This is an optimization exercise on Yosys and OpenROAD, whose aim is small area, a short achievable clock period and few clock cycles, not a production implementation.
In this exercise RTL edits were held to simulation tests only and were not proved equivalent to the original.
No activity file was given, so power comes from the tool's default toggle rates.

==> design.v <==
module Filter(
	input [7:0] up,
	input [7:0] left,
	input [7:0] center,
	input [7:0] right,
	input [7:0] down,
	output [8:0] out
    );
	wire [10:0] lap = {1'b0, center, 2'b00} - ({3'b0, up} + {3'b0, left} + {3'b0, right} + {3'b0, down});
	assign out = lap[10:2];
endmodule
module convolution(
	input clk,
	input [8:0] a,
	input [8:0] b,
	input restart,
	output reg [22:0] s,
	output reg [22:0] c
    );
	wire [22:0] sa = restart ? 23'h206000 : s;
	wire [22:0] ca = restart ? 23'h0 : c;
	wire t0;
	wire t1;
	wire t2;
	wire t3;
	wire t4;
	wire t5;
	wire t6;
	wire t7;
	wire t8;
	wire t9;
	wire t10;
	wire t11;
	wire t12;
	wire t13;
	wire t14;
	wire t15;
	wire t16;
	wire t17;
	wire t18;
	wire t19;
	wire t20;
	wire t21;
	wire t22;
	wire t23;
	wire t24;
	wire t25;
	wire t26;
	wire t27;
	wire t28;
	wire t29;
	wire t30;
	wire t31;
	wire t32;
	wire t33;
	wire t34;
	wire t35;
	wire t36;
	wire t37;
	wire t38;
	wire t39;
	wire t40;
	wire t41;
	wire t42;
	wire t43;
	wire t44;
	wire t45;
	wire t46;
	wire t47;
	wire t48;
	wire t49;
	wire t50;
	wire t51;
	wire t52;
	wire t53;
	wire t54;
	wire t55;
	wire t56;
	wire t57;
	wire t58;
	wire t59;
	wire t60;
	wire t61;
	wire t62;
	wire t63;
	wire t64;
	wire t65;
	wire t66;
	wire t67;
	wire t68;
	wire t69;
	wire t70;
	wire t71;
	wire t72;
	wire t73;
	wire t74;
	wire t75;
	wire t76;
	wire t77;
	wire t78;
	wire t79;
	wire t80;
	wire t81;
	wire t82;
	wire t83;
	wire t84;
	wire t85;
	wire t86;
	wire t87;
	wire t88;
	wire t89;
	wire t90;
	wire t91;
	wire t92;
	wire t93;
	wire t94;
	wire t95;
	wire t96;
	wire t97;
	wire t98;
	wire t99;
	wire t100;
	wire t101;
	wire t102;
	wire t103;
	wire t104;
	wire t105;
	wire t106;
	wire t107;
	wire t108;
	wire t109;
	wire t110;
	wire t111;
	wire t112;
	wire t113;
	wire t114;
	wire t115;
	wire t116;
	wire t117;
	wire t118;
	wire t119;
	wire t120;
	wire t121;
	wire t122;
	wire t123;
	wire t124;
	wire t125;
	wire t126;
	wire t127;
	wire t128;
	wire t129;
	wire t130;
	wire t131;
	wire t132;
	wire t133;
	wire t134;
	wire t135;
	wire t136;
	wire t137;
	wire t138;
	wire t139;
	wire t140;
	wire t141;
	wire t142;
	wire t143;
	wire t144;
	wire t145;
	wire t146;
	wire t147;
	wire t148;
	wire t149;
	wire t150;
	wire t151;
	wire t152;
	wire t153;
	wire t154;
	wire t155;
	wire t156;
	wire t157;
	wire t158;
	wire t159;
	wire t160;
	wire t161;
	wire t162;
	wire t163;
	wire t164;
	wire t165;
	wire t166;
	wire t167;
	wire t168;
	wire t169;
	wire t170;
	wire t171;
	wire t172;
	wire t173;
	wire t174;
	wire t175;
	wire t176;
	wire t177;
	wire t178;
	wire t179;
	wire t180;
	wire t181;
	wire t182;
	wire t183;
	wire t184;
	wire t185;
	wire t186;
	wire t187;
	wire t188;
	wire t189;
	hadd u1 (.a((a[0] & b[7])), .b((a[1] & b[6])), .s(t0), .co(t1));
	fadd u2 (.a((a[1] & b[7])), .b((a[2] & b[6])), .c((a[3] & b[5])), .s(t2), .co(t3));
	hadd u3 (.a((a[4] & b[4])), .b((a[5] & b[3])), .s(t4), .co(t5));
	fadd u4 (.a((a[2] & b[7])), .b((a[3] & b[6])), .c((a[4] & b[5])), .s(t6), .co(t7));
	hadd u5 (.a((a[5] & b[4])), .b((a[6] & b[3])), .s(t8), .co(t9));
	fadd u6 (.a((a[3] & b[7])), .b((a[4] & b[6])), .c((a[5] & b[5])), .s(t10), .co(t11));
	hadd u7 (.a((a[0] & b[4])), .b((a[1] & b[3])), .s(t12), .co(t13));
	fadd u8 (.a((a[0] & b[5])), .b((a[1] & b[4])), .c((a[2] & b[3])), .s(t14), .co(t15));
	hadd u9 (.a((a[3] & b[2])), .b((a[4] & b[1])), .s(t16), .co(t17));
	fadd u10 (.a((a[0] & b[6])), .b((a[1] & b[5])), .c((a[2] & b[4])), .s(t18), .co(t19));
	fadd u11 (.a((a[3] & b[3])), .b((a[4] & b[2])), .c((a[5] & b[1])), .s(t20), .co(t21));
	hadd u12 (.a((a[6] & b[0])), .b(sa[6]), .s(t22), .co(t23));
	fadd u13 (.a(t0), .b((a[2] & b[5])), .c((a[3] & b[4])), .s(t24), .co(t25));
	fadd u14 (.a((a[4] & b[3])), .b((a[5] & b[2])), .c((a[6] & b[1])), .s(t26), .co(t27));
	fadd u15 (.a((a[7] & b[0])), .b(sa[7]), .c(ca[7]), .s(t28), .co(t29));
	fadd u16 (.a(t1), .b(t2), .c(t4), .s(t30), .co(t31));
	fadd u17 (.a((a[6] & b[2])), .b((a[7] & b[1])), .c(~(a[0] & b[8])), .s(t32), .co(t33));
	fadd u18 (.a(~(a[8] & b[0])), .b(sa[8]), .c(ca[8]), .s(t34), .co(t35));
	fadd u19 (.a(t3), .b(t5), .c(t6), .s(t36), .co(t37));
	fadd u20 (.a(t8), .b((a[7] & b[2])), .c(~(a[1] & b[8])), .s(t38), .co(t39));
	fadd u21 (.a(~(a[8] & b[1])), .b(sa[9]), .c(ca[9]), .s(t40), .co(t41));
	fadd u22 (.a(t7), .b(t9), .c(t10), .s(t42), .co(t43));
	fadd u23 (.a((a[6] & b[4])), .b((a[7] & b[3])), .c(~(a[2] & b[8])), .s(t44), .co(t45));
	fadd u24 (.a(~(a[8] & b[2])), .b(sa[10]), .c(ca[10]), .s(t46), .co(t47));
	fadd u25 (.a(t11), .b((a[4] & b[7])), .c((a[5] & b[6])), .s(t48), .co(t49));
	fadd u26 (.a((a[6] & b[5])), .b((a[7] & b[4])), .c(~(a[3] & b[8])), .s(t50), .co(t51));
	fadd u27 (.a(~(a[8] & b[3])), .b(sa[11]), .c(ca[11]), .s(t52), .co(t53));
	fadd u28 (.a((a[5] & b[7])), .b((a[6] & b[6])), .c((a[7] & b[5])), .s(t54), .co(t55));
	fadd u29 (.a(~(a[4] & b[8])), .b(~(a[8] & b[4])), .c(sa[12]), .s(t56), .co(t57));
	fadd u30 (.a((a[6] & b[7])), .b((a[7] & b[6])), .c(~(a[5] & b[8])), .s(t58), .co(t59));
	hadd u31 (.a((a[0] & b[2])), .b((a[1] & b[1])), .s(t60), .co(t61));
	fadd u32 (.a((a[0] & b[3])), .b((a[1] & b[2])), .c((a[2] & b[1])), .s(t62), .co(t63));
	hadd u33 (.a((a[3] & b[0])), .b(sa[3]), .s(t64), .co(t65));
	fadd u34 (.a(t12), .b((a[2] & b[2])), .c((a[3] & b[1])), .s(t66), .co(t67));
	fadd u35 (.a((a[4] & b[0])), .b(sa[4]), .c(ca[4]), .s(t68), .co(t69));
	fadd u36 (.a(t13), .b(t14), .c(t16), .s(t70), .co(t71));
	fadd u37 (.a((a[5] & b[0])), .b(sa[5]), .c(ca[5]), .s(t72), .co(t73));
	fadd u38 (.a(t15), .b(t17), .c(t18), .s(t74), .co(t75));
	fadd u39 (.a(t20), .b(t22), .c(ca[6]), .s(t76), .co(t77));
	fadd u40 (.a(t19), .b(t21), .c(t23), .s(t78), .co(t79));
	fadd u41 (.a(t24), .b(t26), .c(t28), .s(t80), .co(t81));
	fadd u42 (.a(t25), .b(t27), .c(t29), .s(t82), .co(t83));
	fadd u43 (.a(t30), .b(t32), .c(t34), .s(t84), .co(t85));
	fadd u44 (.a(t31), .b(t33), .c(t35), .s(t86), .co(t87));
	fadd u45 (.a(t36), .b(t38), .c(t40), .s(t88), .co(t89));
	fadd u46 (.a(t37), .b(t39), .c(t41), .s(t90), .co(t91));
	fadd u47 (.a(t42), .b(t44), .c(t46), .s(t92), .co(t93));
	fadd u48 (.a(t43), .b(t45), .c(t47), .s(t94), .co(t95));
	fadd u49 (.a(t48), .b(t50), .c(t52), .s(t96), .co(t97));
	fadd u50 (.a(t49), .b(t51), .c(t53), .s(t98), .co(t99));
	fadd u51 (.a(t54), .b(t56), .c(ca[12]), .s(t100), .co(t101));
	fadd u52 (.a(t55), .b(t57), .c(t58), .s(t102), .co(t103));
	fadd u53 (.a(~(a[8] & b[5])), .b(sa[13]), .c(ca[13]), .s(t104), .co(t105));
	fadd u54 (.a(t59), .b((a[7] & b[7])), .c(~(a[6] & b[8])), .s(t106), .co(t107));
	fadd u55 (.a(~(a[8] & b[6])), .b(sa[14]), .c(ca[14]), .s(t108), .co(t109));
	fadd u56 (.a(~(a[7] & b[8])), .b(~(a[8] & b[7])), .c(sa[15]), .s(t110), .co(t111));
	hadd u57 (.a((a[0] & b[1])), .b((a[1] & b[0])), .s(t112), .co(t113));
	fadd u58 (.a(t60), .b((a[2] & b[0])), .c(sa[2]), .s(t114), .co(t115));
	fadd u59 (.a(t61), .b(t62), .c(t64), .s(t116), .co(t117));
	fadd u60 (.a(t63), .b(t65), .c(t66), .s(t118), .co(t119));
	fadd u61 (.a(t67), .b(t69), .c(t70), .s(t120), .co(t121));
	fadd u62 (.a(t71), .b(t73), .c(t74), .s(t122), .co(t123));
	fadd u63 (.a(t75), .b(t77), .c(t78), .s(t124), .co(t125));
	fadd u64 (.a(t79), .b(t81), .c(t82), .s(t126), .co(t127));
	fadd u65 (.a(t83), .b(t85), .c(t86), .s(t128), .co(t129));
	fadd u66 (.a(t87), .b(t89), .c(t90), .s(t130), .co(t131));
	fadd u67 (.a(t91), .b(t93), .c(t94), .s(t132), .co(t133));
	fadd u68 (.a(t95), .b(t97), .c(t98), .s(t134), .co(t135));
	fadd u69 (.a(t99), .b(t101), .c(t102), .s(t136), .co(t137));
	fadd u70 (.a(t103), .b(t105), .c(t106), .s(t138), .co(t139));
	fadd u71 (.a(t107), .b(t109), .c(t110), .s(t140), .co(t141));
	fadd u72 (.a(t111), .b((a[8] & b[8])), .c(sa[16]), .s(t142), .co(t143));
	hadd u73 (.a((a[0] & b[0])), .b(sa[0]), .s(t144), .co(t145));
	fadd u74 (.a(t112), .b(sa[1]), .c(ca[1]), .s(t146), .co(t147));
	fadd u75 (.a(t113), .b(t114), .c(ca[2]), .s(t148), .co(t149));
	fadd u76 (.a(t115), .b(t116), .c(ca[3]), .s(t150), .co(t151));
	fadd u77 (.a(t117), .b(t118), .c(t68), .s(t152), .co(t153));
	fadd u78 (.a(t119), .b(t120), .c(t72), .s(t154), .co(t155));
	fadd u79 (.a(t121), .b(t122), .c(t76), .s(t156), .co(t157));
	fadd u80 (.a(t123), .b(t124), .c(t80), .s(t158), .co(t159));
	fadd u81 (.a(t125), .b(t126), .c(t84), .s(t160), .co(t161));
	fadd u82 (.a(t127), .b(t128), .c(t88), .s(t162), .co(t163));
	fadd u83 (.a(t129), .b(t130), .c(t92), .s(t164), .co(t165));
	fadd u84 (.a(t131), .b(t132), .c(t96), .s(t166), .co(t167));
	fadd u85 (.a(t133), .b(t134), .c(t100), .s(t168), .co(t169));
	fadd u86 (.a(t135), .b(t136), .c(t104), .s(t170), .co(t171));
	fadd u87 (.a(t137), .b(t138), .c(t108), .s(t172), .co(t173));
	fadd u88 (.a(t139), .b(t140), .c(ca[15]), .s(t174), .co(t175));
	fadd u89 (.a(t141), .b(t142), .c(ca[16]), .s(t176), .co(t177));
	fadd u90 (.a(t143), .b(sa[17]), .c(ca[17]), .s(t178), .co(t179));
	hadd u91 (.a(sa[18]), .b(ca[18]), .s(t180), .co(t181));
	hadd u92 (.a(sa[19]), .b(ca[19]), .s(t182), .co(t183));
	hadd u93 (.a(sa[20]), .b(ca[20]), .s(t184), .co(t185));
	hadd u94 (.a(sa[21]), .b(ca[21]), .s(t186), .co(t187));
	hadd u95 (.a(sa[22]), .b(ca[22]), .s(t188), .co(t189));
	always @(posedge clk) begin
		s <= {t187, t185, t183, t181, t179, t177, t175, t173, t171, t169, t167, t165, t163, t161, t159, t157, t155, t153, t151, t149, t147, t145, t144};
		c <= {t188, t186, t184, t182, t180, t178, t176, t174, t172, t170, t168, t166, t164, t162, t160, t158, t156, t154, t152, t150, t148, t146, ca[0]};
	end
endmodule
module fadd(input a, input b, input c, output s, output co);
	assign s = a ^ b ^ c;
	assign co = (a & b) | (a & c) | (b & c);
endmodule
module hadd(input a, input b, output s, output co);
	assign s = a ^ b;
	assign co = a & b;
endmodule
module maxpool(
	input signed [22:0] in,
	output [20:0] out
    );
	wire ovf = (in[22:20] != 3'b000) && (in[22:20] != 3'b111);
	assign out = ovf ? (in[22] ? 21'h100000 : 21'h0fffff) : in[20:0];
endmodule
`timescale 1ns / 1ps
module Top_convolution(
	input clk,
	input rst,
	input start,
	input en,
	input [12:0] addr,
	output [20:0] out,
	output [20:0] max_pl,
	output reg done,
	output pat_en,
	output [9:0] pat_addr,
	input [7:0] pat_dout,
	output img_en,
	output [17:0] img_addr,
	input [7:0] img_dout,
	output reg pc_en,
	output reg pc_we,
	output [9:0] pc_addr,
	output [10:0] pc_din,
	input [10:0] pc_dout,
	output reg ic_en,
	output reg ic_we,
	output [17:0] ic_addr,
	output [10:0] ic_din,
	input [10:0] ic_dout,
	output pl_en,
	output pl_we,
	output [12:0] pl_addr,
	output [20:0] pl_din,
	input [20:0] pl_dout
    );
	localparam [2:0] S_IDLE = 0, S_PRE = 1, S_WAIT = 2, S_CORR = 3, S_FIN = 4, S_DONE = 5;
	reg [2:0] state;
	reg [5:0] pc_a;
	reg [9:0] ic_a;
	reg pl_en_r, pl_we_r, pl_res;
	reg [12:0] pl_a;
	reg [17:0] fdat;                 
	reg signed [20:0] cur_max, abs_max;
	assign pc_addr = {4'b0, pc_a};
	assign ic_addr = {8'b0, ic_a};
	assign pc_din = {fdat[17], fdat[17], fdat[17:9]};
	assign ic_din = {fdat[17], fdat[17], fdat[17:9]};
	assign pl_en = done ? en : pl_en_r;
	assign pl_addr = done ? addr : pl_a;
	assign pl_we = pl_we_r;
	assign pl_din = {cur_max[20:18], pl_res ? cur_max[17:0] : fdat};
	assign out = pl_dout;
	assign max_pl = abs_max;
	reg fact;              
	reg fph;               
	reg [3:0] fm;          
	reg [5:0] fc;          
	reg [2:0] fk;          
	reg [10:0] ra;         
	assign pat_addr = ra[9:0];
	assign img_addr = {7'b0, ra};
	assign pat_en = fact & ~fph;
	assign img_en = fact & fph;
	wire f_lastc = fph ? (fc == 6'd36) : (fc == 6'd7);
	wire f_lastm = fph ? (fm == 4'd10) : (fm == 4'd1);
	wire f_plw = fph && (fc >= 6'd2) && (fk != 3'd0) && (fk != 3'd5) && (fm != 4'd0 || fk != 3'd1);
	wire ci_free;          
	reg pend;              
	wire f_over = fph && (fm >= 4'd3);           
	wire f_go = fact && (!f_over || (state == S_CORR && (!f_plw || (ci_free && !pend))));
	reg t1_v, t1_ph, t1_out, t1_xr;
	reg [2:0] t1_k;
	reg [3:0] t1_m;
	reg [5:0] t1_col;
	reg t2_out, t2_ph, t2_pw, t2_pwx, t2_icw;
	reg [5:0] t2_col, t2_row;
	reg [3:0] t2_m;
	reg [103:0] T;
	wire [7:0] pix = t1_ph ? img_dout : pat_dout;
	always @(posedge clk)
		if (t1_v)
			T <= {T[95:0], pix};
	wire [8:0] fval;
	Filter lap (
		.up(T[63:56]),
		.left(T[103:96]),
		.center(T[55:48]),
		.right(T[7:0]),
		.down(T[47:40]),
		.out(fval)
	);
	reg [8:0] fprev;       
	reg [2:0] ci;          
	reg [2:0] cj;          
	reg [4:0] cx;          
	reg [5:0] cy;          
	reg gpass, flush;
	reg [1:0] pkind;       
	wire [5:0] ccur = {1'b0, cx} + {3'b0, cj};
	wire [5:0] cprev = (cj != 3'd0) ? ccur - 6'd1 : (cx != 5'd0) ? {1'b0, cx} + 6'd4 : 6'd34;
	wire [5:0] yprev = (cj == 3'd0 && cx == 5'd0 && !flush) ? cy - 6'd5 : cy;
	wire corr_issue = (state == S_CORR);
	wire c_rd = corr_issue && (gpass || ci[0] == 1'b0 || ci == 3'd1 || ci == 3'd7);
	wire [5:0] c_row = (ci == 3'd7) ? cy + 6'd8 : (ci == 3'd1) ? yprev + 6'd10 : cy + {3'b0, ci};
	wire [5:0] c_col = (ci == 3'd1) ? cprev : ccur;
	assign ci_free = !gpass && (ci == 3'd1 || ci == 3'd3);
	reg [2:0] c1_i, c2_i;
	reg c1_g, c2_g;
	reg [4:1] c3_sel;                   
	reg [4:0] c1_l, c2_l, c3_l, c3_r;   
	reg [1:0] c1_k, c2_k, c3_k;
	reg [5:0] blk;
	wire pl_wr_now = pend && !t2_pw && !c_rd;
	reg [2:0] dcnt;
	always @(posedge clk) begin
		if (rst) begin
			state <= S_IDLE;
			done <= 0;
			fact <= 0;
			fph <= 0; fm <= 0; fc <= 0; fk <= 0; ra <= 0;
			ci <= 0; cj <= 0; cx <= 0; cy <= 0; gpass <= 0; flush <= 0; pkind <= 0;
			dcnt <= 0;
		end else begin
			if (state == S_IDLE && start) begin
				fact <= 1;
				fph <= 0; fm <= 0; fc <= 0; fk <= 0; ra <= 0;
			end else if (f_go) begin
				fk <= (fk == 3'd5) ? 3'd0 : fk + 3'd1;
				if (fk != 3'd5)
					ra <= ra + (fph ? 11'd40 : 11'd8);
				else if (!f_lastc) begin
					fc <= fc + 6'd1;
					ra <= ra - (fph ? 11'd199 : 11'd39);
				end else begin
					fc <= 0;
					if (!f_lastm) begin
						fm <= fm + 4'd1;
						ra <= ra - (fph ? 11'd76 : 11'd15);
					end else begin
						fm <= 0;
						ra <= 0;
						if (!fph)
							fph <= 1;
						else begin
							fact <= 0;
						end
					end
				end
			end
			case (state)
			S_IDLE: if (start) state <= S_PRE;
			S_PRE: if (f_go && fph && fm == 4'd2 && fk == 3'd5 && f_lastc) begin
				state <= S_WAIT;
				dcnt <= 0;
			end
			S_WAIT: begin
				dcnt <= dcnt + 3'd1;
				if (dcnt == 3'd3) begin
					state <= S_CORR;
					ci <= 0; cj <= 0; cx <= 0; cy <= 0;
					gpass <= 1; flush <= 0; pkind <= 0;
				end
			end
			S_CORR: begin
				if (flush && ci == 3'd4)
					state <= S_FIN;
				ci <= ci + 3'd1;
				if (ci == 3'd7) begin
					if (cj != 3'd5)
						cj <= cj + 3'd1;
					else begin
						cj <= 0;
						if (gpass) begin
							gpass <= 0;
							pkind <= 2'd1;
						end else begin
							pkind <= 2'd2;
							if (cx != 5'd29)
								cx <= cx + 5'd1;
							else begin
								cx <= 0;
								if (cy != 6'd30)
									cy <= cy + 6'd5;
								else
									flush <= 1;
							end
						end
					end
				end
			end
			S_FIN: begin
				if (blk == 6'd42 && !pend && !pl_we_r)
					state <= S_DONE;
			end
			S_DONE: done <= 1;
			default: state <= S_IDLE;
			endcase
		end
	end
	wire [5:0] t1_row = {t1_m, 2'b0} + {3'b0, t1_k} - 6'd1;    
	always @(posedge clk) begin
		t1_ph <= fph; t1_k <= fk; t1_m <= fm; t1_col <= fc - 6'd2;
		t1_out <= (fc >= 6'd2) && (fk != 3'd0) && (fk != 3'd5);
		t1_xr <= f_plw && fk == 3'd1;
		t2_ph <= t1_ph; t2_col <= t1_col; t2_row <= t1_row; t2_m <= t1_m;
		c1_i <= ci; c2_i <= c1_i;
		c1_g <= gpass; c2_g <= c1_g;
		c3_sel <= {c2_i < 3'd4, c2_i < 3'd3, c2_i < 3'd2, c2_i < 3'd1};
		c1_k <= pkind; c2_k <= c1_k; c3_k <= c2_k;
		if (rst) begin
			t1_v <= 0; t2_out <= 0; t2_pw <= 0; t2_pwx <= 0; t2_icw <= 0;
			c1_l <= 0; c2_l <= 0; c3_l <= 0; c3_r <= 0;
			pc_en <= 0; pc_we <= 0; ic_en <= 0; ic_we <= 0;
			pl_en_r <= 0; pl_we_r <= 0; pl_res <= 0;
		end else begin
			t1_v <= f_go;
			t2_out <= t1_v && t1_out && (t1_ph || t1_row < 6'd8);
			t2_pw <= t1_v && t1_out && t1_ph && !(t1_m == 4'd0 && t1_k == 3'd1);
			t2_pwx <= t1_xr;
			t2_icw <= t1_v && t1_out && t1_ph && t1_k == 3'd4;
			c1_l <= (corr_issue && cj == 3'd0 && ci <= 3'd4) ? (5'd1 << ci) : 5'd0;
			c2_l <= c1_l; c3_l <= c2_l; c3_r <= c2_l;
			pl_res <= !t2_pw;
			if (t2_out && !t2_ph) begin
				pc_en <= 1; pc_we <= 1;
			end else begin
				pc_en <= corr_issue; pc_we <= 0;
			end
			if (t2_icw) begin
				ic_en <= 1; ic_we <= 1;
			end else if (f_go && f_plw && fk == 3'd1) begin
				ic_en <= 1; ic_we <= 0;
			end else begin
				ic_en <= 0; ic_we <= 0;
			end
			if (t2_pw) begin
				pl_en_r <= 1; pl_we_r <= 1;
			end else if (c_rd) begin
				pl_en_r <= 1; pl_we_r <= 0;
			end else begin
				pl_en_r <= pl_wr_now; pl_we_r <= pl_wr_now;
			end
		end
	end
	always @(posedge clk) begin
		if (t2_out)
			fprev <= fval;
		fdat <= {fval, t2_pwx ? ic_dout[8:0] : fprev};
		if (t2_out && !t2_ph)
			pc_a <= {t2_col[2:0], t2_row[2:0]};
		else
			pc_a <= gpass ? {2'b0, (cj != 3'd0 || ci != 3'd0), 3'b0} : {cj, ci};
		if (t2_icw)
			ic_a <= {t2_col, t2_m};
		else
			ic_a <= {fc - 6'd2, fm - 4'd1};
		if (t2_pw)
			pl_a <= {1'b1, t2_col, t2_row - 6'd1};
		else if (c_rd)
			pl_a <= gpass ? {6'b100000, (cj != 3'd0 || ci != 3'd0), 6'b0} : {1'b1, c_col, c_row};
		else
			pl_a <= {7'b0, blk};
	end
	reg [17:0] pq;                   
	reg [8:0] hb;                    
	reg [8:0] curv, tailv;           
	reg [8:0] pcr;
	reg [8:0] pch1, pch2, pch3, pch4;
	always @(posedge clk) begin
		pq <= pl_dout[17:0];
		hb <= pq[17:9];
		curv <= (c2_i[0] && !c2_g) ? pq[17:9] : pl_dout[8:0];
		tailv <= c2_i[0] ? hb : pq[8:0];
		pcr <= pc_dout[8:0];
		pch1 <= pcr; pch2 <= pch1; pch3 <= pch2; pch4 <= pch3;
	end
	wire [22:0] s0, s1, s2, s3, s4, k0, k1, k2, k3, k4;
	convolution lane0 (.clk(clk), .a(curv), .b(pcr), .restart(c3_l[0]), .s(s0), .c(k0));
	convolution lane1 (.clk(clk), .a(c3_sel[1] ? tailv : curv), .b(pch1), .restart(c3_l[1]), .s(s1), .c(k1));
	convolution lane2 (.clk(clk), .a(c3_sel[2] ? tailv : curv), .b(pch2), .restart(c3_l[2]), .s(s2), .c(k2));
	convolution lane3 (.clk(clk), .a(c3_sel[3] ? tailv : curv), .b(pch3), .restart(c3_l[3]), .s(s3), .c(k3));
	convolution lane4 (.clk(clk), .a(c3_sel[4] ? tailv : curv), .b(pch4), .restart(c3_l[4]), .s(s4), .c(k4));
	wire [22:0] ssel = ({23{c3_r[0]}} & s0) | ({23{c3_r[1]}} & s1) | ({23{c3_r[2]}} & s2) |
	                   ({23{c3_r[3]}} & s3) | ({23{c3_r[4]}} & s4);
	wire [22:0] csel = ({23{c3_r[0]}} & k0) | ({23{c3_r[1]}} & k1) | ({23{c3_r[2]}} & k2) |
	                   ({23{c3_r[3]}} & k3) | ({23{c3_r[4]}} & k4);
	reg [22:0] res;
	reg r_l0;
	reg [1:0] r_k;
	wire [20:0] satv;
	maxpool sat (.in(res), .out(satv));
	wire signed [20:0] sv = satv;
	reg [4:0] pcnt;
	wire r_blk = (r_k == 2'd2);
	wire r_g = (r_k == 2'd1 && r_l0);    
	reg blkdone;
	wire signed [20:0] newmax = (pcnt == 5'd0 || sv > cur_max) ? sv : cur_max;
	always @(posedge clk) begin
		res <= ssel + csel;
		if (rst) begin
			r_l0 <= 0; r_k <= 0; blkdone <= 0;
			pcnt <= 0; abs_max <= 0; pend <= 0; blk <= 0;
		end else begin
			r_l0 <= c3_r[0]; r_k <= (c3_r == 5'd0) ? 2'd0 : c3_k;
			if (r_blk) begin
				cur_max <= newmax;
				pcnt <= (pcnt == 5'd24) ? 5'd0 : pcnt + 5'd1;
			end
			if (r_blk && pcnt == 5'd24)
				pend <= 1;
			else if (pl_wr_now)
				pend <= 0;
			if (pl_wr_now)
				blk <= blk + 6'd1;
			blkdone <= r_blk && pcnt == 5'd24;
			if (r_g)
				abs_max <= sv[20] ? 21'd0 : sv;
			else if (blkdone && cur_max > abs_max)
				abs_max <= cur_max;
		end
	end
endmodule
==> flow/run.sh <==
#!/bin/bash
# The standard layout (standard.sh), with the port buffers made from
# buf_2 cells, and clock tree synthesis without dummy loads.
export BUFFER_PORTS_ARGS="-buffer_cell sky130_fd_sc_hd__buf_2"
export CTS_ARGS="-sink_clustering_enable -repair_clock_nets -dont_use_dummy_load -sink_clustering_size 30 -buf_list sky130_fd_sc_hd__clkbuf_8"
bash standard.sh > standard.log 2>&1
==> standard.sh <==
#!/bin/bash
# synth_recipe.tcl (not shown) runs the flow's synth.tcl, then flattens the netlist and writes it again
# the make line also repeats each setting of config.mk as NAME=value (left out here)
make -C /OpenROAD-flow-scripts/flow DESIGN_CONFIG=/design/flow/config.mk WORK_HOME=/design/flow/orfs CLKGATE_MAP_FILE= SYNTH_SCRIPT=/design/flow/synth_recipe.tcl "${@:-finish}"
==> config.mk <==
export PLATFORM = sky130hd
export DESIGN_NAME = Top_convolution
export DESIGN_NICKNAME = Top_convolution
export VERILOG_FILES = /design/flow/design.v
export SDC_FILE = /design/flow/constraint.sdc
export NUM_CORES = 4
export LEC_CHECK = 0
export CAP_MARGIN = 20
export CORE_MARGIN = 2
export CORE_UTILIZATION = 60
export CTS_BUF_LIST = sky130_fd_sc_hd__clkbuf_8
export CTS_CLUSTER_SIZE = 30
export SLEW_MARGIN = 20
export SYNTH_HIERARCHICAL = 1
export SYNTH_MINIMUM_KEEP_SIZE = 0
==> constraint.sdc <==
create_clock -name core_clock -period 11.0 [get_ports {clk}]
set_input_delay 2.2000 -clock core_clock [delete_from_list [all_inputs] [get_ports {clk}]]
set_output_delay 2.2000 -clock core_clock [all_outputs]
set_load 0.01 [all_outputs]
==> results of run 1 <==
[logic make-up after synthesis]
group	after synthesis
mux	116
buf+inv	374
simple gates	1151
flops	688
compound gates	521
other cells	6
xor+xnor	73
fa+ha+maj	633
[stage by stage]
step	area, sq um	worst slack (ns)	util, %
2_1_floorplan	40110	6.325	-
5_1_grt	42780	6.092	64.95
3_3_place_gp	41180	6.119	62.52
6_report	42790	6.116	64.96
3_5_place_dp	41180	6.113	62.52
4_1_cts	42760	6.111	64.92
[power breakdown]
group	switching, W	total, W	leakage [nW]	internal [W]
Sequential	0.000348	0.00351	5.77	0.00316
Combinational	0.00148	0.00290	11.5	0.00142
Clock	0.000918	0.00183	0.827	0.000912
[modules after synthesis (local to each module, per instance)]
module | times used | cells inside
Top_convolution | 1 | 2000
convolution | 5 | 179
Filter | 1 | 120
maxpool | 1 | 72
fadd | 400 | 1
hadd | 75 | 1
[cells in the mapped netlist (18+ instances only)]
| cell type | count | area [sq um] |
|---|---|---|
| dfxtp_1 | 554 | 11090 |
| fa_1 | 427 | 8548 |
| and2_1 | 329 | 2058 |
| nand2_1 | 243 | 912.1 |
| nor2b_1 | 239 | 1495 |
| ha_1 | 206 | 2577 |
| inv_1 | 159 | 596.8 |
| a21oi_1 | 141 | 705.7 |
| edfxtp_1 | 134 | 4024 |
| nor2_1 | 132 | 495.5 |
| mux2_2 | 108 | 1216 |
| buf_4 | 88 | 660.6 |
| clkbuf_1 | 79 | 296.5 |
| o21ai_0 | 78 | 390.4 |
| a22oi_1 | 49 | 367.9 |
| a222oi_1 | 45 | 450.4 |
| nand3_1 | 40 | 200.2 |
| xnor2_1 | 39 | 341.6 |
| nor3_1 | 36 | 180.2 |
| xor2_1 | 34 | 297.8 |
| buf_2 | 32 | 160.2 |
| o31ai_1 | 27 | 202.7 |
| nand4_1 | 26 | 162.7 |
| a21o_1 | 24 | 180.2 |
| o22ai_2 | 20 | 250.2 |
| a21boi_2 | 18 | 202.7 |
[routing by layer]
metal	up-vias	share of wire [%]	wire length (um)
li1	12180	-	-
met1	13330	44	43390
met2	813	46	45510
met3	196	6.3	6173
met4	2	3.4	3354
met5	-	0.013	13
[sequential cells by signal, indices dropped and copies added, names as in the netlist, 22 cells and up]
name     cells
T          104
lane0.s     23
lane1.s     23
lane2.s     23
lane3.s     23
lane4.s     23
res         23
lane0.c     22
lane1.c     22
lane2.c     22
lane3.c     22
lane4.c     22
[worst max-delay path by stage]
| stage | to | depth (start not counted) |
|---|---|---|
| final | pl_addr[6] | 3 |
| after global routing | pl_addr[7] | 3 |
| after CTS | pl_addr[7] | 3 |
| after detailed placement | pl_addr[7] | 3 |
| after global placement | pl_addr[2] | 3 |
| after floorplan | pl_addr[0] | 1 |
[final cells by class]
class	instances	area share, %
repair buffers	226	2.743
multi-input cells	2518	54.27
clock buffers	115	3.699
flip-flops and latches	688	35.35
well taps	864	2.527
inverters	159	1.395
diodes	3	0.01755
==> metrics.md, run 1 <==
| Metric | Value |
|---|---|
| Met2 Track Usage GR | `between 40 and 50%` |
| Starting density of the core | `about three fifths` |
| Fin Hold WS | `~0.32 ns` |
| Post-DP HPWL | `~74 mm` |
| I/O Pins | `239` |
| Compound-Gate Fraction of Synth Area | `9.412%` |
| Max Buffers Root-to-Sink | `3` |
| Syn-to-layout area delta | `6.852%` |
| Maximum number of pins on one net before global-route repair | `93` |
| XOR/XNOR Fraction of Synth Area | `roughly 1.6%` |
| Hold Crit Class | `flip-flop to flip-flop` |
| Routed len/inst | `21.53 um` |
| Setup Crit Path Kind | `input pin to primary output` |
| Worst path slowest cell | `mux2_2` |
| CTS sink cnt | `~690` |
| Met1 Use GR | `between 40% and 50%` |
| Achievable frequency | `204.7 MHz` |
| Syn avg cell area | `11.24 sq um` |
| Hold Path Sink | `c2_i[0]$_DFF_P_` |
| Syn Inst Count | `between 3,000 and 4,000` |
| CP startpoint kind | `input pin` |
| Worst EP arrival | `approximately 2.7 ns` |
| Layout Cells excl Fill | `approximately 4,600` |
| Vias per inst | `between 5 and 6` |
| Vias in the first global route | `~28,000` |
| Setup Buffers After CTS | `0` |
| Most common cell after layout, fill and taps aside | `dfxtp_1` |
| Dpl cells | `between 4,000 and 5,000` |
| Final setup vio count | `0` |
| Worst reg2reg path depth | `7` |
| Clk Latency, worst-skew pair | `between 0.7 and 0.8 ns` |
| Antenna violations before repair | `3` |
| Worst slew pin tran | `approximately 1.0 ns` |
| Worst flop-to-flop path startpoint | `curv[4]$_DFF_P_` |
| Post-synthesis cell type count | `83` |
| Hold path cells | `0` |
| Die width | `between 200 and 300 um` |
| TNS Setup | `0 ns` |
| Crit. End Element | `primary output` |
| Clk_skew | `approximately 0.073 ns` |
| Simple-gate share of the synthesized area | `approximately 16%` |
| Worst path required time | `~8.8 ns` |
| Fraction of layout cells with a size suffix above 1 | `14.00%` |
| Storage cell area | `~15,000 sq um` |
| Status | `timing/DRC/antenna clean` |
| GRT Resource Usage Total | `28.99%` |
| TritonCTS Buffers | `roughly 120` |
| CTS root buf | `clkbuf_8` |
| Crit path cell chain | `buf_2 -> mux2_2 -> buf_2` |
| Post-synth EDFFs | `134` |
| Critical R2R Capture | `lane1.c[11]$_DFF_P_` |
| Asr flop ratio synth | `0%` |
| CP most frequent cell | `buf_2` |
| Final hold vios | `0` |
| Prevailing post-synth register cell | `dfxtp_1` |
| Sequential area share after synthesis | `between 30% and 40%` |
| Largest family of logic cells by synthesized area | `adder cells` |
| Most frequent cells in the layout | `dfxtp_1, fa_1, and2_1, nand2_1, nor2b_1` |
| Gr ovfl total | `0` |
| PwrDens | `between 150 and 200 nW/um^2` |
| First-pass GRT wire length | `~160 mm` |
| P_leak | `~18 nW` |
| Clock Pin Slew Worst Setup and Hold Paths | `approximately 0.05 ns` |
| Tmin final | `just under 5 ns` |
| RSZ-0062 raised after global routing | `false` |
| Final WL | `about 98 mm` |
| Max-cap viol count | `0` |
| Global placement routability congestion | `between 0.9 and 1` |
| Standard-cell rows | `between 90 and 100` |
| First-pass DRT Iterations | `6` |
| Seq cells post-synth | `between 600 and 700` |
| Drt drc | `0` |
| Worst vdd ir | `approximately 0.00017 V` |
| Slew margin rel. | `around 31%` |
| Post-Syn Area | `40,040 sq um` |
| Beginning of the critical path | `addr[6]` |
| # nets final | `~4,400` |
| Filler cells | `a little over 5,000` |
| YS warnings | `8` |
| Die height | `about 260 um` |
| Mux cell area share after synthesis | `3.237%` |
| Die area | `just under 70,000 sq um` |
| DR vias | `around 27,000` |
| CTS tree | `done` |
| Post-CTS sizing | `0` |
| Core area | `~66,000 sq um` |
| Multi-input gate area | `23,220 sq um` |
| Pwr Total | `around 0.008 W` |
| Post-CTS Hold Fix Bufs | `0` |
| Global route hottest layer | `met2` |
| Post-route ant nets | `0` |
| # port buffers | `209` |
| Starting DRT DRC Count | `roughly 1,900` |
| Hold Crit Start | `c1_i[0]$_DFF_P_` |
| H-tree levels | `3` |
| Crit-path max FO | `1` |
| CP top delay family | `multiplexers` |
| Final Max Tran Viols | `0` |
| Period utilization | `44.40%` |
| Crit path buffers/inverters | `2` |
| Met3 Use GR | `under 10%` |
| Largest stage delay, worst path | `around 0.25 ns` |
| Reg-to-reg slack, setup | `slightly below 7 ns` |
| Post-synthesis adder-cell area fraction | `between 20 and 30%` |
Testbench counts, summed over its fixed seeds: cycles 261,792.
==> run 2: changes to the inputs <==
--- a/design.v
+++ b/design.v
@@ -387,4 +387,6 @@
 	wire f_lastc = fph ? (fc == 6'd36) : (fc == 6'd7);
 	wire f_lastm = fph ? (fm == 4'd10) : (fm == 4'd1);
+	wire [10:0] ra_inc = (fk != 3'd5) ? (fph ? 11'd40 : 11'd8) :
+	                     !f_lastc ? (fph ? 11'd1849 : 11'd2009) : (fph ? 11'd1972 : 11'd2033);
 	wire f_plw = fph && (fc >= 6'd2) && (fk != 3'd0) && (fk != 3'd5) && (fm != 4'd0 || fk != 3'd1);
 	wire ci_free;          
@@ -420,11 +422,11 @@
 	reg gpass, flush;
 	reg [1:0] pkind;       
-	wire [5:0] ccur = {1'b0, cx} + {3'b0, cj};
-	wire [5:0] cprev = (cj != 3'd0) ? ccur - 6'd1 : (cx != 5'd0) ? {1'b0, cx} + 6'd4 : 6'd34;
-	wire [5:0] yprev = (cj == 3'd0 && cx == 5'd0 && !flush) ? cy - 6'd5 : cy;
+	wire c_newstrip = (cj == 3'd0 && cx == 5'd0 && !flush);
+	wire [2:0] c_coff = (ci != 3'd1) ? cj : (cj != 3'd0) ? cj - 3'd1 : 3'd4;
+	wire [5:0] c_col = (ci == 3'd1 && cj == 3'd0 && cx == 5'd0) ? 6'd34 : {1'b0, cx} + {3'b0, c_coff};
 	wire corr_issue = (state == S_CORR);
 	wire c_rd = corr_issue && (gpass || ci[0] == 1'b0 || ci == 3'd1 || ci == 3'd7);
-	wire [5:0] c_row = (ci == 3'd7) ? cy + 6'd8 : (ci == 3'd1) ? yprev + 6'd10 : cy + {3'b0, ci};
-	wire [5:0] c_col = (ci == 3'd1) ? cprev : ccur;
+	wire [3:0] c_roff = (ci == 3'd7) ? 4'd9 : (ci == 3'd1) ? (c_newstrip ? 4'd6 : 4'd11) : {1'b0, ci} + 4'd1;
+	wire [5:0] c_row = cy + {2'b0, c_roff};
 	assign ci_free = !gpass && (ci == 3'd1 || ci == 3'd3);
 	reg [2:0] c1_i, c2_i;
@@ -450,14 +452,12 @@
 			end else if (f_go) begin
 				fk <= (fk == 3'd5) ? 3'd0 : fk + 3'd1;
-				if (fk != 3'd5)
-					ra <= ra + (fph ? 11'd40 : 11'd8);
-				else if (!f_lastc) begin
+				if (fk != 3'd5 || !f_lastc || !f_lastm)
+					ra <= ra + ra_inc;
+				if (fk == 3'd5 && !f_lastc)
 					fc <= fc + 6'd1;
-					ra <= ra - (fph ? 11'd199 : 11'd39);
-				end else begin
+				else if (fk == 3'd5) begin
 					fc <= 0;
 					if (!f_lastm) begin
 						fm <= fm + 4'd1;
-						ra <= ra - (fph ? 11'd76 : 11'd15);
 					end else begin
 						fm <= 0;
@@ -579,7 +579,7 @@
 			ic_a <= {fc - 6'd2, fm - 4'd1};
 		if (t2_pw)
-			pl_a <= {1'b1, t2_col, t2_row - 6'd1};
+			pl_a <= {1'b1, t2_col, t2_row};
 		else if (c_rd)
-			pl_a <= gpass ? {6'b100000, (cj != 3'd0 || ci != 3'd0), 6'b0} : {1'b1, c_col, c_row};
+			pl_a <= gpass ? {6'b100000, (cj != 3'd0 || ci != 3'd0), 6'b1} : {1'b1, c_col, c_row};
 		else
 			pl_a <= {7'b0, blk};
==> run 2 against run 1 <==
Still clean. Wire length down 7.7%. Critical path depth is the same. Flip-flop and latch count unchanged. Sequential share of layout area is 0.94 points higher. Highest routed layer is now met4. Area after synthesis shrank 2.8%. Clock power about the same. Clock skew down 0.013 ns. Via count decreased by 7.5%. Die area decreased by 2.8%. Critical endpoint is now pl_addr[0].
==> metrics.md, run 2 <==
| Metric | Value |
|---|---|
| Utilization after layout | `approximately two thirds` |
| Hold Crit Start | `t1_col[2]$_DFF_P_` |
| Comb pwr share | `between 30 and 40%` |
| Maximum number of pins on one net before global-route repair | `80` |
| CTS tree | `done` |
| CTS root buf | `clkbuf_8` |
| Synth area leader | `dfxtp_1` |
| Post-Syn Area | `a little under 40,000 sq um` |
| # nets final | `4,213` |
| First-pass DRT Iterations | `6` |
| Clk_skew | `between 0.06 and 0.07 ns` |
| H-tree levels | `3` |
| Fraction of layout cells with a size suffix above 1 | `between 10% and 20%` |
| DR vias | `approximately 25,000` |
| YS warnings | `8` |
| Achievable frequency | `204.1 MHz` |
| Net Sw Frac | `about a third` |
| TNS Setup | `0 ns` |
| Slew margin rel. | `between 20% and 30%` |
| Antenna violations before repair | `1` |
| Clock Pin Slew Worst Setup and Hold Paths | `~0.050 ns` |
| Standard-cell rows | `93` |
| Post-synthesis cell type count | `80` |
| P_leak | `between 15 and 20 nW` |
| Worst path required time | `between 8 and 9 ns` |
| Top-count cell post-synth | `dfxtp_1` |
| Met2 Track Usage GR | `a little over two fifths` |
| Seq cells post-synth | `between 600 and 700` |
| Critical R2R Capture | `res[21]$_DFF_P_` |
| CTS sink cnt | `688` |
| Pint | `around 0.0055 W` |
| Syn-to-layout area delta | `7.140%` |
| Worst vdd ir | `roughly 0.00014 V` |
| Die area | `66,890 sq um` |
| Setup Crit Path Kind | `input pin to primary output` |
| PwrDens | `198.0 nW/um^2` |
| Final setup vio count | `0` |
| Sequential area share after synthesis | `around two fifths` |
| Setup Buffers After CTS | `0` |
| Vias per inst | `5.614` |
| Max reg flops | `roughly 100` |
| Max Buffers Root-to-Sink | `3` |
| Worst reg2reg path depth | `13` |
| Most common cell after layout, fill and taps aside | `dfxtp_1` |
| Starting DRT DRC Count | `1,841` |
| Top cells by area, synth | `dfxtp_1, fa_1, edfxtp_1, ha_1, and2_1` |
| Worst EP arrival | `between 2 and 3 ns` |
| Final Max Tran Viols | `0` |
| Hold Path Sink | `t2_col[2]$_DFF_P_` |
| Most frequent cells in the layout | `dfxtp_1, fa_1, and2_1, nor2b_1, buf_2` |
| Most frequent cells after synthesis | `dfxtp_1, fa_1, and2_1` |
| Clk Latency, worst-skew pair | `around 0.72 ns` |
| Core area | `about 64,000 sq um` |
| CP startpoint kind | `input pin` |
| Routed len/inst | `about 21 um` |
| Gr ovfl total | `0` |
| Vias in the first global route | `26,380` |
| Filler cells | `between 5,000 and 6,000` |
| Final WL | `slightly above 90 mm` |
| RSZ-0062 raised after global routing | `false` |
| Hold path cells | `0` |
| Clock power share | `22.4%` |
| Die width | `258.6 um` |
| Met1 Use GR | `about two fifths` |
| Post-DP HPWL | `~70 mm` |
| Post-CTS Hold Fix Bufs | `0` |
| I/O Pins | `239` |
| TritonCTS Buffers | `116` |
| Drt drc | `0` |
| NetSw | `0.002746 W` |
| Top cell type's share of synthesized area | `around 29%` |
| Global route hottest layer | `met2` |
| Max-cap viol count | `0` |
| Post-route ant nets | `0` |
| Worst slew pin tran | `about 1.1 ns` |
| Status | `timing/DRC/antenna clean` |
| # port buffers | `209` |
| First-pass GRT wire length | `146.0 mm` |
| Prevailing post-synth register cell | `dfxtp_1` |
| Post-synth EDFFs | `~130` |
| Crit-path max FO | `1` |
| Crit. End Element | `primary output` |
| Die height | `roughly 260 um` |
| Met3 Use GR | `approximately 6.4%` |
| Post-CTS sizing | `0` |
| Asr flop ratio synth | `0%` |
| Seq pwr share | `around two fifths` |
| Starting density of the core | `between 60% and 70%` |
| Tmin final | `4.898 ns` |
| Worst flop-to-flop path startpoint | `c3_r[0]$_SDFF_PP0_` |
| Hold Crit Class | `flip-flop to flip-flop` |
| Largest reg by FF count | `T` |
| Syn Inst Count | `between 3,000 and 4,000` |
| Global placement routability congestion | `slightly above 0.9` |
| Period utilization | `around 45%` |
| Reg-to-reg slack, setup | `between 6 and 7 ns` |
| Final hold vios | `0` |
| Syn avg cell area | `between 10 and 15 sq um` |
| GRT Resource Usage Total | `approximately 28%` |
[run 2: cell count changes in the layout (fill, tap and decap cells not counted), moves of 14 or more]
| cell | change |
|---|---|
| a21oi_1 | -49 |
| nand2_1 | -45 |
| o21ai_0 | -30 |
| nand3_1 | -22 |
| o31ai_1 | -20 |
| mux2i_1 | +14 |
[run 2: final cells by class]
type	instances	area, sq um	share of cell area, %
inverters	155	581.8	1.396
clock buffers	116	1597	3.830
well taps	855	1070	2.566
multi-input cells	2325	22130	53.09
repair buffers	226	1174	2.816
flip-flops and latches	688	15120	36.29
diodes	3	7.507	0.01801
[run 2: modules after synthesis (local to each module, per instance)]
| module | area (sq um) | flip-flops and latches |
|---|---|---|
| maxpool | 633.1 | 0 |
| Filter | 1050 | 0 |
| hadd | 12.51 | 0 |
| Top_convolution | 19810 | 463 |
| fadd | 20.02 | 0 |
| convolution | 1694 | 45 |
[run 2: critical path, cell delays in order]
cell and delay (ns):
buf_2 0.09, mux2_2 0.26, buf_2 0.14
[run 2: metal layers]
metal | vias to the layer above | routed length (um)
met1 | 12330 | 41680
met4 | 0 | 2553
met3 | 168 | 5550
li1 | 11390 | -
met2 | 640 | 41050
met5 | - | 0
[run 2: power by group through the flow]
| stage | Clock [W] | Sequential (W) | Combinational, W |
|---|---|---|---|
| after detailed placement | 0 | 0.00349 | 0.00294 |
| after floorplan | 0 | 0.00336 | 0.00221 |
| after global routing | 0.00200 | 0.00351 | 0.00348 |
| final | 0.00185 | 0.00346 | 0.00294 |
| after global placement | 0 | 0.00349 | 0.00279 |
| after CTS | 0.00190 | 0.00345 | 0.00300 |
[run 2: worst max path at each step]
stage                     slack [ns]    endpoint  cells past startpoint     from
after detailed placement        6.10  pl_addr[0]                      3  addr[0]
after global routing            6.08  pl_addr[0]                      3  addr[0]
after global placement          6.12  pl_addr[3]                      3  addr[3]
after floorplan                 6.32  pl_addr[0]                      1  addr[0]
after CTS                       6.10  pl_addr[0]                      3  addr[0]
final                           6.10  pl_addr[0]                      3  addr[0]
[run 2: cell families (layout without fill, tap and decap cells)]
group	count (synthesis)	count (layout)	share of synthesized area, %
AO/OA/AOI/OAI	417	417	8.137
XOR/XNOR	72	72	1.621
adder cells (fa/ha/maj)	625	625	28.32
buffers and inverters	355	497	4.474
flip-flops	688	688	38.85
multiplexers	131	131	3.721
other	6	27	0.05788
AND/OR/NAND/NOR	1056	1056	14.82
[run 2: stage by stage]
step	hold slack, ns	setup slack, ns	power, W	std cells	instance area [sq um]
2_1_floorplan	0.3096	6.325	0.005571	3368	38970
3_3_place_gp	0.3101	6.119	0.006283	4249	40070
3_5_place_dp	0.3121	6.097	0.006435	4249	40080
4_1_cts	0.3244	6.096	0.008361	4365	41680
5_1_grt	0.3306	6.081	0.008985	4367	41680
6_report	0.3237	6.102	0.008255	4368	41680
Testbench counts of run 2, summed over its fixed seeds: cycles 261,792.
==> run 3: changes to the inputs <==
==> flow/run.sh (replaced) <==
#!/bin/bash
# The standard layout (standard.sh), with the port buffers made from
# buf_2 cells, and clock tree synthesis without dummy loads.
export BUFFER_PORTS_ARGS="-buffer_cell sky130_fd_sc_hd__buf_2"
export CTS_ARGS="-sink_clustering_enable -repair_clock_nets -dont_use_dummy_load -sink_clustering_size 28 -sink_clustering_max_diameter 120 -buf_list sky130_fd_sc_hd__clkbuf_16"
bash standard.sh > standard.log 2>&1
==> run 3 against run 2 <==
Clock skew down 0.012 ns. First-iteration DRC count is 2.0% higher. Die area unchanged. Register-to-register slack better by 0.07 ns. Worst setup slack better by 0.00057 ns. Core utilization is 1.4 points lower. Synthesized cell count stayed put. Largest cell class unchanged. Count of clock-buffer cells in the layout decreased by 88. Cell count is 2.1% lower. Critical endpoint unchanged.
==> metrics.md, run 3 <==
| Metric | Value |
|---|---|
| Clock Pin Slew Worst Setup and Hold Paths | `approximately 0.10 ns` |
| Achievable frequency | `roughly 200 MHz` |
| Clk Latency, worst-skew pair | `between 0.6 and 0.7 ns` |
| TNS Setup | `0 ns` |
| Post-synthesis cell type count | `80` |
| Clk_skew | `between 0.04 and 0.05 ns` |
| Pint | `0.005034 W` |
| Final instance area | `40,780 sq um` |
| Vias per inst | `roughly 5.6` |
| Max reg flops | `around 100` |
| Crit-path max FO | `1` |
| Post-route ant nets | `0` |
| Fraction of layout cells with a size suffix above 1 | `between 10% and 20%` |
| CTS sink cnt | `688` |
| Standard-cell rows | `93` |
| Net Sw Frac | `33.86%` |
| Post-DP HPWL | `between 70 and 80 mm` |
| Core area | `64,230 sq um` |
| Pwr Total | `0.007612 W` |
| CTS root buf | `clkbuf_16` |
| Max-cap viol count | `0` |
| Worst path required time | `~8.8 ns` |
| RSZ-0062 raised after global routing | `false` |
| Crit. End Element | `primary output` |
| Post-Syn Area | `roughly 39,000 sq um` |
| Status | `timing/DRC/antenna clean` |
| Filler cells | `5,235` |
| P_leak | `between 15 and 20 nW` |
| Most common cell after layout, fill and taps aside | `dfxtp_1` |
| Routed len/inst | `between 20 and 25 um` |
| Largest stage delay, worst path | `~0.26 ns` |
| Drt drc | `0` |
| Hold Crit Class | `flip-flop to flip-flop` |
| I/O Pins | `239` |
| Die area | `approximately 67,000 sq um` |
| Synth area leader | `dfxtp_1` |
| PwrDens | `between 150 and 200 nW/um^2` |
| Final WS setup | `just over 6 ns` |
| Setup Buffers After CTS | `0` |
| Period utilization | `~45%` |
| Vias in the first global route | `between 20,000 and 30,000` |
| Final hold vios | `0` |
| Starting DRT DRC Count | `1,878` |
| Worst slew pin tran | `about 1.0 ns` |
| CP startpoint kind | `input pin` |
| Top-count cell post-synth | `dfxtp_1` |
| Maximum number of pins on one net before global-route repair | `80` |
| Prevailing post-synth register cell | `dfxtp_1` |
| Worst EP arrival | `between 2 and 3 ns` |
| Comb pwr share | `between 30% and 40%` |
| Sequential area share after synthesis | `roughly two fifths` |
| # port buffers | `209` |
| Syn Inst Count | `3,350` |
| Setup Crit Path Kind | `input pin to primary output` |
| Most frequent cells after synthesis | `dfxtp_1, fa_1, and2_1` |
| CP most frequent cell | `buf_2` |
| Top cells by area, synth | `dfxtp_1, fa_1, edfxtp_1, ha_1, and2_1` |
| Worst path slowest cell | `mux2_2` |
| Pre-CTS setup slack | `approximately 6.1 ns` |
| Placed cell area | `around 40,000 sq um` |
| Max Buffers Root-to-Sink | `3` |
| Largest reg by FF count | `T` |
| YS warnings | `8` |
| Gr ovfl total | `0` |
| Post-synth EDFFs | `about 130` |
| Seq pwr share | `a little under half` |
| Top cell type's share of synthesized area | `roughly 29%` |
| First-pass DRT Iterations | `7` |
| Starting density of the core | `about three fifths` |
| Post-CTS sizing | `0` |
| Asr flop ratio synth | `0%` |
| Clock power share | `16.1%` |
| Tmin final | `between 4 and 5 ns` |
| First-pass GRT wire length | `~140 mm` |
| Crit path cell chain | `buf_2 -> mux2_2 -> buf_2` |
| CTS tree | `done` |
| Worst vdd ir | `~0.00016 V` |
| Global placement routability congestion | `slightly above 0.9` |
| # nets final | `roughly 4,100` |
| Die width | `258.6 um` |
| Slew margin rel. | `between 20 and 30%` |
| Syn avg cell area | `about 12 sq um` |
| Syn-to-layout area delta | `4.818%` |
| Seq cells post-synth | `a little under 700` |
| Die height | `roughly 260 um` |
| DR vias | `between 20,000 and 25,000` |
| Final Max Tran Viols | `0` |
| Ant. Diodes | `0` |
| NetSw | `0.002578 W` |
| Most frequent cells in the layout | `dfxtp_1, fa_1, and2_1, nor2b_1, buf_2` |
| Antenna violations before repair | `1` |
| H-tree levels | `1` |
| TritonCTS Buffers | `28` |
| Final WL | `between 80 and 90 mm` |
| Final setup vio count | `0` |
| Post-CTS Hold Fix Bufs | `0` |
| GRT Resource Usage Total | `27.31%` |
==> run 3: area by class of cell <==
cell class              instances  area (sq um)  share of cell area (%)
inverters                     155         581.8                   1.427
clock buffers                  28         700.7                   1.718
flip-flops and latches        688         15120                   37.09
repair buffers                226          1174                   2.878
well taps                     855          1070                   2.623
multi-input cells            2325         22130                   54.26
==> run 3: power groups by stage <==
stage | logic, W | registers [W] | clock network (W)
6_report | 0.00293 | 0.00345 | 0.00123
5_1_grt | 0.00348 | 0.00350 | 0.00134
4_1_cts | 0.00300 | 0.00345 | 0.00127
3_5_place_dp | 0.00294 | 0.00349 | 0
3_3_place_gp | 0.00279 | 0.00349 | 0
2_1_floorplan | 0.00221 | 0.00336 | 0
==> run 3: cells by family after synthesis <==
kind of cell	Yosys count	synth area share, %
adder cells (fa/ha/maj)	625	28.32
flip-flops	688	38.85
XOR/XNOR	72	1.621
other	6	0.05788
multiplexers	131	3.721
AND/OR/NAND/NOR	1056	14.82
AO/OA/AOI/OAI	417	8.137
buffers and inverters	355	4.474
==> run 3: through the flow <==
stage,std cells,hold WS (ns),utilization (%)
CTS,4277,0.3351,63.49
finish,4277,0.3346,63.49
detailed placement,4249,0.3121,62.40
floorplan,3368,0.3096,-
global route,4277,0.3451,63.49
global placement,4249,0.3101,62.39
==> run 3: path summary, 6_finish.rpt <==
kind                      start         endpoint  slack (ns)  cells past startpoint
max                     addr[0]       pl_addr[0]        6.10                      3
min              pq[13]$_DFF_P_    hb[4]$_DFF_P_        0.33                      0
max reg2reg  c3_r[0]$_SDFF_PP0_  res[21]$_DFF_P_        6.32                     13
min reg2reg      pq[13]$_DFF_P_    hb[4]$_DFF_P_        0.33                      0
==> run 3: worst max-delay path: cells and delay by family <==
| kind | cells | cell delay (ns) |
|---|---|---|
| mux | 1 | 0.26 |
| buf+inv | 2 | 0.23 |
==> run 3: per-layer routing <==
layer / vias to the layer above / global-route usage, % / wire length, um
met1: 12150 / 40.38 / 41470
met5: - / 0 / 0
met3: 104 / 4.675 / 5008
met2: 538 / 42.59 / 40600
li1: 11210 / - / -
met4: 0 / 5.668 / 1776
==> run 3: per-module statistics from Yosys (local to each module, per instance) <==
module / cells inside / flip-flops and latches
Filter: 120 / 0
Top_convolution: 1788 / 463
fadd: 1 / 0
hadd: 1 / 0
maxpool: 72 / 0
convolution: 179 / 45
==> run 4: changes to the inputs <==
==> flow/run.sh (replaced) <==
#!/bin/bash
# The standard layout (standard.sh), with the port buffers made from
# buf_2 cells, and clock tree synthesis without dummy loads.
export BUFFER_PORTS_ARGS="-buffer_cell sky130_fd_sc_hd__buf_2"
export CTS_ARGS="-sink_clustering_enable -repair_clock_nets -dont_use_dummy_load -sink_clustering_size 20 -sink_clustering_max_diameter 100 -buf_list sky130_fd_sc_hd__clkbuf_16"
bash standard.sh > standard.log 2>&1
==> run 4 against run 3 <==
Largest power group unchanged. Non-clock buffer count unchanged. Core utilization increased by 0.47 points. Count of clock-buffer cells in the layout increased by 12. Die area unchanged. Sequential power about the same. Sequential share of layout area decreased by 0.27 points. Fmax about the same. Global-route usage increased by 0.30 points. Clock power increased by 19%.
==> metrics.md, run 4 <==
| Metric | Value |
|---|---|
| Global placement routability congestion | `~0.93` |
| Syn Inst Count | `3,350` |
| TNS Setup | `0 ns` |
| Most frequent cells in the layout | `dfxtp_1, fa_1, and2_1, nor2b_1, buf_2` |
| Clk_skew | `about 0.060 ns` |
| Hold Crit Class | `flip-flop to flip-flop` |
| Multi-input gate area | `about 22,000 sq um` |
| Tmin final | `4.896 ns` |
| Max Buffers Root-to-Sink | `3` |
| Worst path required time | `8.80 ns` |
| Antenna violations before repair | `1` |
| Setup Buffers After CTS | `0` |
| Syn avg cell area | `around 12 sq um` |
| Asr flop ratio synth | `0%` |
| Period utilization | `44.51%` |
| Post-CTS Hold Fix Bufs | `0` |
| CP startpoint kind | `input pin` |
| Max-cap viol count | `0` |
| Clock power share | `between 10% and 20%` |
| Post-synth EDFFs | `134` |
| Slew margin rel. | `a little under a third` |
| Top cells by area, synth | `dfxtp_1, fa_1, edfxtp_1, ha_1, and2_1` |
| Crit-path max FO | `1` |
| Worst slew pin tran | `between 1 and 1.5 ns` |
| Sequential area share after synthesis | `between 30% and 40%` |
| Worst EP arrival | `~2.7 ns` |
| Routed len/inst | `about 21 um` |
| Gr ovfl total | `0` |
| Syn-to-layout area delta | `5.596%` |
| # nets final | `around 4,100` |
| Filler cells | `between 5,000 and 6,000` |
| YS warnings | `8` |
| Fraction of layout cells with a size suffix above 1 | `between 10% and 20%` |
| Die width | `258.6 um` |
| Hold Crit Start | `t1_col[2]$_DFF_P_` |
| Maximum number of pins on one net before global-route repair | `80` |
| Vias per inst | `about 5.6` |
| Prevailing post-synth register cell | `dfxtp_1` |
| RSZ-0062 raised after global routing | `false` |
| Drt drc | `0` |
| Final Max Tran Viols | `0` |
| First-pass DRT Iterations | `6` |
| Seq pwr share | `approximately 44%` |
| Net Sw Frac | `33.46%` |
| Worst reg2reg path depth | `13` |
| Core area | `64,230 sq um` |
| CTS tree | `done` |
| Worst vdd ir | `between 0.00015 and 0.0002 V` |
| Most common cell after layout, fill and taps aside | `dfxtp_1` |
| P_leak | `between 15 and 20 nW` |
| Storage cell area | `between 15,000 and 20,000 sq um` |
| Post-DP HPWL | `70.29 mm` |
| # port buffers | `209` |
| Pint | `around 0.0052 W` |
| Synth area leader | `dfxtp_1` |
| Vias in the first global route | `between 20,000 and 30,000` |
| Post-synthesis cell type count | `80` |
| Post-CTS sizing | `0` |
| Final WL | `about 90 mm` |
| DR vias | `about 24,000` |
| Achievable frequency | `about 200 MHz` |
| TritonCTS Buffers | `40` |
| CTS root buf | `clkbuf_16` |
| NetSw | `~0.0026 W` |
| First-pass GRT wire length | `between 100 and 150 mm` |
| Post-route ant nets | `0` |
| Die height | `between 200 and 300 um` |
| Die area | `~67,000 sq um` |
| Top-count cell post-synth | `dfxtp_1` |
| Clk Latency, worst-skew pair | `about 0.60 ns` |
| H-tree levels | `2` |
| Starting DRT DRC Count | `approximately 1,900` |
| Top cell type's share of synthesized area | `roughly 29%` |
| Seq cells post-synth | `approximately 690` |
| Comb pwr share | `between 30% and 40%` |
| Most frequent cells after synthesis | `dfxtp_1, fa_1, and2_1` |
| CTS sink cnt | `between 600 and 700` |
| PwrDens | `191.3 nW/um^2` |
| Final setup vio count | `0` |
| Largest reg by FF count | `T` |
| I/O Pins | `between 200 and 250` |
| Pwr Total | `slightly below 0.008 W` |
| Starting density of the core | `60.57%` |
| Clock Pin Slew Worst Setup and Hold Paths | `around 0.08 ns` |
| Setup Crit Path Kind | `input pin to primary output` |
| Beginning of the critical path | `addr[0]` |
| Hold path cells | `0` |
| GRT Resource Usage Total | `between 20 and 30%` |
| Max reg flops | `approximately 100` |
| Post-Syn Area | `about 39,000 sq um` |
| Final hold vios | `0` |
| Standard-cell rows | `93` |
| Crit. End Element | `primary output` |
| Worst flop-to-flop path startpoint | `c3_r[0]$_SDFF_PP0_` |
| Status | `timing/DRC/antenna clean` |
## run 4: modules after synthesis (local to each module, per instance)
module / copies in the design / cell area (sq um)
maxpool: 1 / 633.1
fadd: 400 / 20.02
convolution: 5 / 1694
Filter: 1 / 1050
Top_convolution: 1 / 19810
hadd: 75 / 12.51
## run 4: layout make-up
| class | count | area share, % |
|---|---|---|
| sequential | 688 | 36.82 |
| clock buffer | 40 | 2.436 |
| tap | 855 | 2.604 |
| inverter | 155 | 1.416 |
| antenna | 1 | 0.006091 |
| timing repair buffer | 226 | 2.857 |
| multi-input combinational | 2325 | 53.86 |
## run 4: metrics by stage
stage	util [%]	instances	area [sq um]	setup slack, ns	hold slack (ns)
final	63.96	4290	41080	6.104	0.3282
after global routing	63.96	4289	41080	6.081	0.3396
after CTS	63.96	4289	41080	6.096	0.3307
after detailed placement	62.40	4249	40080	6.097	0.3121
after global placement	62.39	4249	40070	6.119	0.3101
after floorplan	-	3368	38970	6.325	0.3096
## run 4: cell families (layout without fill, tap and decap cells)
family | count (synthesis) | in the layout | synth area share [%]
AO/OA/AOI/OAI | 417 | 417 | 8.137
XOR/XNOR | 72 | 72 | 1.621
adder cells (fa/ha/maj) | 625 | 625 | 28.32
buffers and inverters | 355 | 421 | 4.474
flip-flops | 688 | 688 | 38.85
multiplexers | 131 | 131 | 3.721
other | 6 | 25 | 0.05788
AND/OR/NAND/NOR | 1056 | 1056 | 14.82
## run 4: routing by layer
metal	vias to the layer above	track usage (%)	part of all wire, %
li1	11240	-	-
met1	12200	40.44	46
met2	594	42.86	46
met3	127	4.969	5.7
met4	0	6.712	2.3
met5	-	0	0
## run 4: final timing paths
kind                        to  slack, ns
max                 pl_addr[0]       6.10
min          t2_col[2]$_DFF_P_       0.33
max reg2reg    res[21]$_DFF_P_       6.37
min reg2reg  t2_col[2]$_DFF_P_       0.33
## run 4: worst max-delay path, cell delays in order
cell    delay, ns
buf_2        0.09
mux2_2       0.26
buf_2        0.14
## run 4: power groups by stage
stage / logic, W / clock network [W] / registers [W]
after detailed placement: 0.00294 / 0 / 0.00349
final: 0.00294 / 0.00146 / 0.00346
after global placement: 0.00279 / 0 / 0.00349
after CTS: 0.00301 / 0.00151 / 0.00345
after floorplan: 0.00221 / 0 / 0.00336
after global routing: 0.00348 / 0.00159 / 0.00350

separate check: timing with driven ports:
How much do the figures lean on ideal ports? The routed layouts below were timed once more, with nothing changed but the port constraints. Step 1 sets driving cells, clkbuf_16 on the clock port and buf_2 on the other inputs (assumed; they add their load-dependent delay and slew). Step 2 moves the port delays by t, midway between the first and last clock arrival at a register: inputs arrive t later, outputs are due t later. That takes back most of the time a late clock gives input paths. Three values: ideal ports, drivers, drivers and shift; two values: the first two.
| run | t (ns) | slack for setup (ns) | clock arrival spread, ns | worst data-port slew with drivers (ns) |
|---|---|---|---|---|
| run 1 | 0.749 | 6.116 / 6.091 / 6.091 | 0.075 / 0.076 | 0.06 |
| run 2 | 0.751 | 6.102 / 6.080 / 6.080 | 0.062 / 0.062 | 0.06 |
| run 3 | 0.681 | 6.102 / 6.080 / 6.080 | 0.051 / 0.051 | 0.06 |
| run 4 | 0.639 | 6.104 / 6.082 / 6.082 | 0.064 / 0.064 | 0.06 |
After both steps every run listed still meets setup and hold. For run 1, which loses most, drivers alone change the setup slack by -0.025 ns; drivers and shift together by -0.025 ns.
